Background: an optimization exercise with open tools, aiming at small area, a short achievable clock period and few clock cycles per item. Do not read the settings as production practice. In this exercise RTL edits were held to simulation tests only and were not proved equivalent to the original.

==> module div_top, before the edit <==
module div_top (
    input  logic        clk,
    input  logic        rst,
    input  logic        in_valid,
    output logic        in_ready,
    input  logic  [2:0] in_op,
    input  logic [63:0] in_a,
    input  logic [63:0] in_b,
    output logic        out_valid,
    input  logic        out_ready,
    output logic [63:0] out_result
);
    localparam [2:0] S_IDLE = 3'd0, S_P1 = 3'd1, S_P2 = 3'd2, S_ITER = 3'd3, S_POST = 3'd4;
    logic  [2:0] st;
    logic [64:0] R, V;      
    logic [63:0] Q;         
    logic  [6:0] cnt;       
    logic  [5:0] pb;        
    logic        w, rm;     
    logic        sa;        
    logic        cin;       
    logic        neg;       
    logic        zq;        
    logic        ovld;
    function automatic [6:0] hpos(input logic [63:0] x);
        logic [63:0] v [0:6];
        logic [5:0]  p [0:6][0:63];
        for (int i = 0; i < 64; i++) begin v[0][i] = x[i]; p[0][i] = 6'd0; end
        for (int l = 1; l <= 6; l++) begin
            for (int i = 0; i < 64; i++) begin v[l][i] = 1'b0; p[l][i] = 6'd0; end
            for (int i = 0; i < (64 >> l); i++) begin
                v[l][i] = v[l-1][2*i+1] | v[l-1][2*i];
                p[l][i] = v[l-1][2*i+1] ? (p[l-1][2*i+1] | (6'd1 << (l-1))) : p[l-1][2*i];
            end
        end
        hpos = {v[6][0], p[6][0]};    
    endfunction
    logic [64:0] ia, ib;    
    logic        isa, isb, iinv;
    always_comb begin
        isa  = ~in_op[0] & (in_op[2] ? in_a[31] : in_a[63]);
        isb  = ~in_op[0] & (in_op[2] ? in_b[31] : in_b[63]);
        iinv = ~(isa ^ isb);
        ia   = {isa, in_op[2] ? {32{isa}} : in_a[63:32], in_a[31:0]};
        ib   = {~isa, in_op[2] ? {32{~isa}} : in_b[63:32] ^ {32{iinv}}, in_b[31:0] ^ {32{iinv}}};
    end
    logic [65:0] sum;
    logic [64:0] S;
    logic        zs, c;
    always_comb begin
        sum = {R, 1'b1} + {V, cin};
        S   = sum[65:1];
        zs  = &((R ^ V) ~^ {R[63:0] | V[63:0], cin});
        c   = sa ? (S[64] | zs) : ~S[64];
    end
    logic  [6:0] ha, hb, ht;
    logic [64:0] ta;
    logic        dz;
    always_comb begin
        ta = R ^ {R[63:0], 1'b0};
        ht = hpos(ta[63:0]);
        ha = ta[64] ? 7'd64 : {1'b0, ht[5:0]};
        hb = hpos(V[64:1] ^ V[63:0]);
        dz = ~hb[6] & (V[64] == cin);
    end
    logic  [6:0] s7;
    logic  [5:0] sh;
    logic        sh0;       
    always_comb begin
        s7  = cnt + {1'b1, ~pb} + {6'd0, sa};
        sh  = s7[5:0];
        sh0 = sh == 6'd0;
    end
    logic [64:0] Vsh;
    always_comb begin
        Vsh = V;
        for (int k = 0; k < 6; k++)
            if (sh[k]) Vsh = (Vsh << (1 << k)) | (cin ? ~({65{1'b1}} << (1 << k)) : 65'd0);
    end
    logic [63:0] r;
    always_comb begin
        r = rm ? R[63:0] : (zq ? {64{neg}} : Q);
        if (w) r[63:32] = {32{r[31]}};
    end
    logic  [2:0] st_n;
    logic        ovld_n, rdy;
    always_comb begin
        st_n   = st;
        ovld_n = ovld & ~out_ready;
        case (st)
            S_IDLE: if (in_valid) st_n = S_P1;
            S_P1:   st_n = (dz | ~c) ? S_POST : S_P2;
            S_P2:   if (~ovld) st_n = sh0 ? S_POST : S_ITER;
            S_ITER: if (cnt == 7'd0) st_n = S_POST;
            S_POST: if (~ovld) begin
                ovld_n = 1'b1;
                st_n   = in_valid ? S_P1 : S_IDLE;
            end
            default: st_n = S_IDLE;
        endcase
    end
    always_ff @(posedge clk) begin
        if (rst) begin
            st   <= S_IDLE;
            ovld <= 1'b0;
            rdy  <= 1'b1;
        end else begin
            st   <= st_n;
            ovld <= ovld_n;
            rdy  <= (st_n == S_IDLE) | (st_n == S_POST & ~ovld_n);
        end
    end
    always_ff @(posedge clk) begin
        case (st)
            S_IDLE, S_POST: if (in_ready) begin
                R   <= ia;
                V   <= ib;
                cin <= iinv;
                sa  <= isa;
                neg <= ~iinv & ~in_op[1];
                w   <= in_op[2];
                rm  <= in_op[1];
            end
            S_P1: begin
                cnt <= ha;
                pb  <= hb[5:0];
                zq  <= dz | ~c;
                if (dz | ~c) neg <= dz;
                else if (neg) R <= S;
            end
            S_P2: if (~ovld) begin
                if (sh0) begin
                    if (c) R <= S;
                    Q <= {{63{neg}}, c ^ neg};
                end else begin
                    V   <= Vsh;
                    cnt <= {1'b0, sh};
                    Q   <= {64{neg}};
                end
            end
            S_ITER: begin
                if (c) R <= S;
                Q   <= {Q[62:0], c ^ neg};
                V   <= {V[64], V[64:1]};
                cnt <= cnt - 7'd1;
            end
            default: ;
        endcase
        if (st == S_POST && ~ovld) Q <= r;
    end
    always_comb in_ready   = rdy;
    always_comb out_valid  = ovld;
    always_comb out_result = Q;
endmodule
==> flow/config.mk <==
export PLATFORM = sky130hd
export DESIGN_NAME = div_top
export DESIGN_NICKNAME = div_top
export VERILOG_FILES = /design/flow/design.v
export SDC_FILE = /design/flow/constraint.sdc
export NUM_CORES = 4
export LEC_CHECK = 0
export ABC_AREA = 1
export CAP_MARGIN = 20
export CORE_MARGIN = 2
export CORE_UTILIZATION = 40
export SLEW_MARGIN = 20
==> flow/constraint.sdc <==
create_clock -name core_clock -period 8.0 [get_ports {clk}]
set_input_delay 1.6000 -clock core_clock [delete_from_list [all_inputs] [get_ports {clk}]]
set_output_delay 1.6000 -clock core_clock [all_outputs]
set_load 0.01 [all_outputs]
standard.sh (not shown) runs the stock make flow with config.mk's settings and CLKGATE_MAP_FILE= SYNTH_SCRIPT=/design/flow/synth_recipe.tcl, a recipe that flattens the netlist after the stock synthesis.
==> flow/flow/run.sh <==
#!/bin/bash
# Layout: the standard flow (standard.sh) with one change: the port
# buffers that global placement inserts on every input and output are
# sky130_fd_sc_hd__buf_2 cells instead of the default pick,
# sky130_fd_sc_hd__clkdlybuf4s50_1 (a delay buffer: larger and about 0.4 ns
# slower on every path from an input or to an output).  Timing repair aims
# at 4.5 ns of setup slack, as SETUP_SLACK_MARGIN does in config.mk.
# The whole make output goes to run_flow.log in this folder; ORFS keeps each
# step's own log under orfs/logs/.
set -euo pipefail
bash standard.sh SETUP_SLACK_MARGIN=4.5 "BUFFER_PORTS_ARGS=-buffer_cell sky130_fd_sc_hd__buf_2" finish > run_flow.log 2>&1
Testbench counts at the start, summed over its fixed seeds: cycles 22,018, divs 2,048.
Change:
--- a/flow/design.v
+++ b/flow/design.v
@@ -60,18 +60,18 @@
         ta = R ^ {R[63:0], 1'b0};
         ht = hpos(ta[63:0]);
         ha = ta[64] ? 7'd64 : {1'b0, ht[5:0]};
         hb = hpos(V[64:1] ^ V[63:0]);
         dz = ~hb[6] & (V[64] == cin);
     end
-    logic  [6:0] s7;
-    logic  [5:0] sh;
+    logic  [5:0] sh, d0, d1;
     logic        sh0;       
     always_comb begin
-        s7  = cnt + {1'b1, ~pb} + {6'd0, sa};
-        sh  = s7[5:0];
+        d0  = cnt[5:0] + ~pb;   
+        d1  = cnt[5:0] - pb;
+        sh  = sa ? d1 : d0;
         sh0 = sh == 6'd0;
     end
     logic [64:0] Vsh;
     always_comb begin
         Vsh = V;
         for (int k = 0; k < 6; k++)
- hold slack is about the same
- cell area came out higher by 1.1%
- core utilization came out higher by 1.3 points
- via count came out higher by 1.7%
- global-route usage came out higher by 2.5 points
- worst setup slack is worse by 0.23 ns
- die area came out lower by 0.90%
Testbench counts after the change, summed over its fixed seeds: cycles 22,018, divs 2,048.

==> port drivers added, routing unchanged <==
How much do the figures lean on ideal ports? The routed layouts below were timed once more, with nothing changed but the port constraints.
Step 1 sets driving cells, clkbuf_16 on the clock port and buf_2 on the other inputs (assumed; they add their load-dependent delay and slew).
Step 2 adds t to the input delays and takes it off the output delays; t is the mean of the earliest and latest rising clock arrival at the registers after step 1. Input paths then give back, and output paths get back, about the clock's delay inside the block.
Slacks: no drivers / after step 1 / after step 2; pairs: no drivers / after step 1.
run | t, ns | setup slack, ns | clock arrival spread, ns
the first run | 0.660 | 4.568 / 4.568 / 4.066 | 0.013 / 0.014
the second run | 0.667 | 4.338 / 4.338 / 4.008 | 0.021 / 0.021
After both steps every run listed still meets setup and hold. The setup slack of the first run, which loses most, moves by 0.000 ns with the drivers and by -0.502 ns with both steps.
